What follows belongs to an exercise in optimizing a design on an open flow for small area, a short achievable clock period and few clock cycles per item; a production flow would make more cautious choices.
At most, simulation tests tie the RTL to the original design; equivalence was not proved.

==> flow/design.v <==
module multiplier_iterative(
    input clk,
    input logic valid_in,
    input logic[31:0] a,
    input logic[31:0] b,
    output logic valid_out,
    output logic[63:0] r
);
    logic [31:0] mc;                    
    logic [2:0] n;                      
    function automatic [2:0] ndig(input [31:0] x);
        ndig = (x[31:24] != 0) ? 3'd4 : (x[23:16] != 0) ? 3'd3 :
               (x[15:8] != 0) ? 3'd2 : (x[7:0] != 0) ? 3'd1 : 3'd0;
    endfunction
    wire [2:0] na = ndig(a);
    wire [2:0] nb = ndig(b);
    wire swap = nb < na;                
    wire [2:0] nm = swap ? nb : na;
    wire [31:0] mp = swap ? b : a;
    logic [63:0] start;
    always @(*) begin
        case (nm)
            3'd4: start = {mp, 32'd0};
            3'd3: start = {mp[23:0], 40'd0};
            3'd2: start = {mp[15:0], 48'd0};
            default: start = {mp[7:0], 56'd0};
        endcase
    end
    always_ff @(posedge clk) begin
        if (valid_in) begin
            mc <= swap ? a : b;
            r <= start;
            n <= nm;
            valid_out <= (nm == 0);
        end else if (!valid_out) begin
            r <= (r << 8) + mc * r[63:56];
            n <= n - 1'b1;
            if (n == 3'd1) valid_out <= 1'b1;
        end
    end
endmodule
export LEC_CHECK = 0
export CAP_MARGIN = 20
export CORE_MARGIN = 2
export CORE_UTILIZATION = 40
export SLEW_MARGIN = 20
create_clock -name core_clock -period 6.0 [get_ports {clk}]
run.sh (not shown) runs the stock make flow with config.mk's settings and CLKGATE_MAP_FILE= SYNTH_SCRIPT=/design/flow/synth_recipe.tcl, a recipe that flattens the netlist after the stock synthesis.
Testbench counts at the start, summed over its fixed seeds: cycles 65,401, items 24,000.
Rerun with:
--- a/flow/design.v
+++ b/flow/design.v
@@ -13,9 +13,17 @@
                (x[15:8] != 0) ? 3'd2 : (x[7:0] != 0) ? 3'd1 : 3'd0;
     endfunction
-    wire [2:0] na = ndig(a);
-    wire [2:0] nb = ndig(b);
+    function automatic lead1(input [31:0] x);
+        lead1 = (x[31:24] != 0) ? (x[31:24] == 1) : (x[23:16] != 0) ? (x[23:16] == 1) :
+                (x[15:8] != 0) ? (x[15:8] == 1) : (x[7:0] == 1);
+    endfunction
+    wire la = lead1(a);
+    wire lb = lead1(b);
+    wire [2:0] na = ndig(a) - la;       
+    wire [2:0] nb = ndig(b) - lb;
     wire swap = nb < na;                
     wire [2:0] nm = swap ? nb : na;
     wire [31:0] mp = swap ? b : a;
+    wire [31:0] mcs = swap ? a : b;
+    wire lm = swap ? lb : la;
     logic [63:0] start;
     always @(*) begin
@@ -24,10 +32,12 @@
             3'd3: start = {mp[23:0], 40'd0};
             3'd2: start = {mp[15:0], 48'd0};
-            default: start = {mp[7:0], 56'd0};
+            3'd1: start = {mp[7:0], 56'd0};
+            default: start = 64'd0;
         endcase
+        if (lm) start[31:0] = mcs;
     end
     always_ff @(posedge clk) begin
         if (valid_in) begin
-            mc <= swap ? a : b;
+            mc <= mcs;
             r <= start;
             n <= nm;
=> Via count rises by 1.4%. Setup slack gets better by 0.26 ns. Sequential share of layout area barely changes. Design area goes up by 0.33%. Wire length is higher by 5.5%. Hold slack gains 0.035 ns.
Function not checked in the second run of this note: the RTL went through the layout flow alone.


multiplier_iterative, a different RTL version from the one above (not shown whole).
Size in the first run: roughly 1500 cells after synthesis, roughly 130 I/O pins.
clock: 6.0 ns
lec_check: 0
cap_margin: 20
core_margin: 2
core_utilization: 60
slew_margin: 20
standard.sh (not shown) runs the stock make flow with config.mk's settings and CLKGATE_MAP_FILE= SYNTH_SCRIPT=/design/flow/synth_recipe.tcl, a recipe that flattens the netlist after the stock synthesis.
==> flow/flow/run.sh <==
#!/bin/bash
# Standard layout, with one netlist step between synthesis and floorplan:
# fapol.py flips full adders (a full adder is self-dual) so that fewer
# inverters are needed between them. Registers are not touched.
set -euo pipefail
R=orfs/results/${FLOW_PLATFORM}/multiplier_iterative/base
bash standard.sh synth > synth.log 2>&1
cp "$R/1_2_yosys.v" yosys_netlist.v
python3 flow/fapol.py yosys_netlist.v "$R/1_2_yosys.v" > fapol.log 2>&1
touch "$R/1_2_yosys.v"
rm -f "$R/1_synth.odb" "$R/1_synth.sdc"
bash standard.sh synth > synth_odb.log 2>&1
bash standard.sh > layout.log 2>&1
Other scripts of this flow, unchanged in this note and not shown: flow/flow/fapol.py
Next try:
--- a/flow/design.v
+++ b/flow/design.v
@@ -3,21 +3,20 @@
     input logic valid_in,
     input logic[31:0] a,
     input logic[31:0] b,
     output logic valid_out,
     output logic[63:0] r
 );
     logic [31:0] mc;                    
     logic [2:0] n;                      
     logic [63:0] x;                     
     logic [6:0] p;                      
-    logic [7:0] d;                      
     wire [3:0] ga = {|a[31:25], |a[31:17], |a[31:9], |a[31:1]};
     wire [3:0] gb = {|b[31:25], |b[31:17], |b[31:9], |b[31:1]};
     wire [3:0] ha = {|a[31:24], |a[31:16], |a[31:8], |a[31:0]};
     wire [3:0] hb = {|b[31:24], |b[31:16], |b[31:8], |b[31:0]};
     wire la = |(ha & ~ga);              
     wire lb = |(hb & ~gb);
     wire swap = |(ga & ~gb);            
     wire [3:0] gm = ga & gb;
     wire [31:0] mp = swap ? b : a;
     wire [31:0] mcs = swap ? a : b;
@@ -25,28 +24,28 @@
     logic [63:0] start;
     always @(*) begin
         if (gm[3])      start = {mp, 32'd0};
         else if (gm[2]) start = {mp[23:0], 40'd0};
         else if (gm[1]) start = {mp[15:0], 48'd0};
         else if (gm[0]) start = {mp[7:0], 56'd0};
         else            start = 64'd0;
         if (lm) start[31:0] = mcs;
     end
     wire [2:0] nm = {1'b0, gm[0]} + {1'b0, gm[1]} + {1'b0, gm[2]} + {1'b0, gm[3]};
-    wire [31:0] pp0 = {x[56] ? mc[31:16] : 16'd0, d[0] ? mc[15:0] : 16'd0};
-    wire [31:0] pp1 = {x[57] ? mc[31:16] : 16'd0, d[1] ? mc[15:0] : 16'd0};
-    wire [31:0] pp2 = {x[58] ? mc[31:16] : 16'd0, d[2] ? mc[15:0] : 16'd0};
-    wire [31:0] pp3 = {x[59] ? mc[31:16] : 16'd0, d[3] ? mc[15:0] : 16'd0};
-    wire [31:0] pp4 = {x[60] ? mc[31:16] : 16'd0, d[4] ? mc[15:0] : 16'd0};
-    wire [31:0] pp5 = {x[61] ? mc[31:16] : 16'd0, d[5] ? mc[15:0] : 16'd0};
-    wire [31:0] pp6 = {x[62] ? mc[31:16] : 16'd0, d[6] ? mc[15:0] : 16'd0};
-    wire [31:0] pp7 = {x[63] ? mc[31:16] : 16'd0, d[7] ? mc[15:0] : 16'd0};
+    wire [31:0] pp0 = x[56] ? mc : 32'd0;
+    wire [31:0] pp1 = x[57] ? mc : 32'd0;
+    wire [31:0] pp2 = x[58] ? mc : 32'd0;
+    wire [31:0] pp3 = x[59] ? mc : 32'd0;
+    wire [31:0] pp4 = x[60] ? mc : 32'd0;
+    wire [31:0] pp5 = x[61] ? mc : 32'd0;
+    wire [31:0] pp6 = x[62] ? mc : 32'd0;
+    wire [31:0] pp7 = x[63] ? mc : 32'd0;
     wire hs0 = pp0[6] ^ pp1[5];
     wire hc0 = pp0[6] & pp1[5];
     wire fs0 = pp0[7] ^ pp1[6] ^ pp2[5];
     wire fc0 = (pp0[7] & pp1[6]) | (pp0[7] & pp2[5]) | (pp1[6] & pp2[5]);
     wire hs1 = pp3[4] ^ pp4[3];
     wire hc1 = pp3[4] & pp4[3];
     wire fs1 = x[0] ^ pp0[8] ^ pp1[7];
     wire fc1 = (x[0] & pp0[8]) | (x[0] & pp1[7]) | (pp0[8] & pp1[7]);
     wire fs2 = pp2[6] ^ pp3[5] ^ pp4[4];
     wire fc2 = (pp2[6] & pp3[5]) | (pp2[6] & pp4[4]) | (pp3[5] & pp4[4]);
@@ -497,23 +496,21 @@
     wire [8:0] s3 = add8(s[31:24], c[31:24], p[1]);
     wire [8:0] s4 = add8(s[39:32], c[39:32], p[2]);
     wire [8:0] s5 = add8(x[39:32], {7'd0, s[40] | c[40]}, p[3]);    
     wire [8:0] s6 = add8(x[47:40], 8'd0, p[4]);
     wire [8:0] s7 = add8(x[55:48], 8'd0, p[5]);
     assign r = x + {p[6], 7'd0, p[5], 7'd0, p[4], 7'd0, p[3], 7'd0, p[2], 7'd0, p[1], 7'd0, p[0], 8'd0};
     always_ff @(posedge clk) begin
         if (valid_in) begin
             mc <= mcs;
             x <= start;
-            d <= start[63:56];
             p <= 7'd0;
             n <= nm;
             valid_out <= !gm[0];
         end else if (!valid_out) begin
             x <= {s7[7:0], s6[7:0], s5[7:0], s4[7:0], s3[7:0], s2[7:0], s1[7:0], s0[7:0]};
-            d <= x[55:48];
             p <= {s6[8], s5[8], s4[8], s3[8], s2[8], s1[8], s0[8]};
             n <= n - 1'b1;
             if (n == 3'd1) valid_out <= 1'b1;
         end
     end
 endmodule
What happened: The new run passed the timing, design-rule and antenna checks; cell area drops by 4.3%; maximum frequency stays flat; via count drops by 1.9%; count of clock-buffer cells in the layout drops by 9.
Testbench counts after the change, summed over its fixed seeds: cycles 61,899, items 24,000.
The RTL of the first run of this note was laid out without a check of its function.

[re-timing with driven ports]
No port has a modelled driver above. Below, the same layouts with a new extraction and two added sets of constraints. Step 1: set_driving_cell puts a clkbuf_16 on clk and a buf_2 on each other input, an assumption about the parent block. Step 2, shift: input delay + t, output delay - t, t = (earliest + latest rising clock arrival at the registers) / 2. This alone moves slack from input paths to output paths. Slacks: ideal / step 1 / step 2; pairs: ideal / step 1.
run | shift t [ns] | setup WS [ns] | worst setup path after step 2 | worst slew at a driven data input, ns | cell pins on the clock port's net
the first run of note 1 | 0.416 | 0.130 / 0.130 / 0.130 | register to register | 0.06 | 1
the second run of note 1 | 0.418 | 0.385 / 0.385 / 0.026 | input to register | 0.04 | 1
the first run of note 2 | 0.459 | 0.584 / 0.534 / 0.604 | register to register | 0.04 | 1
the second run of note 2 | 0.412 | 0.586 / 0.586 / 0.586 | register to register | 0.04 | 1
After both steps every run listed still meets setup and hold. For the second run of note 1, which loses most, drivers alone change the setup slack by 0.000 ns; drivers and shift together by -0.359 ns.
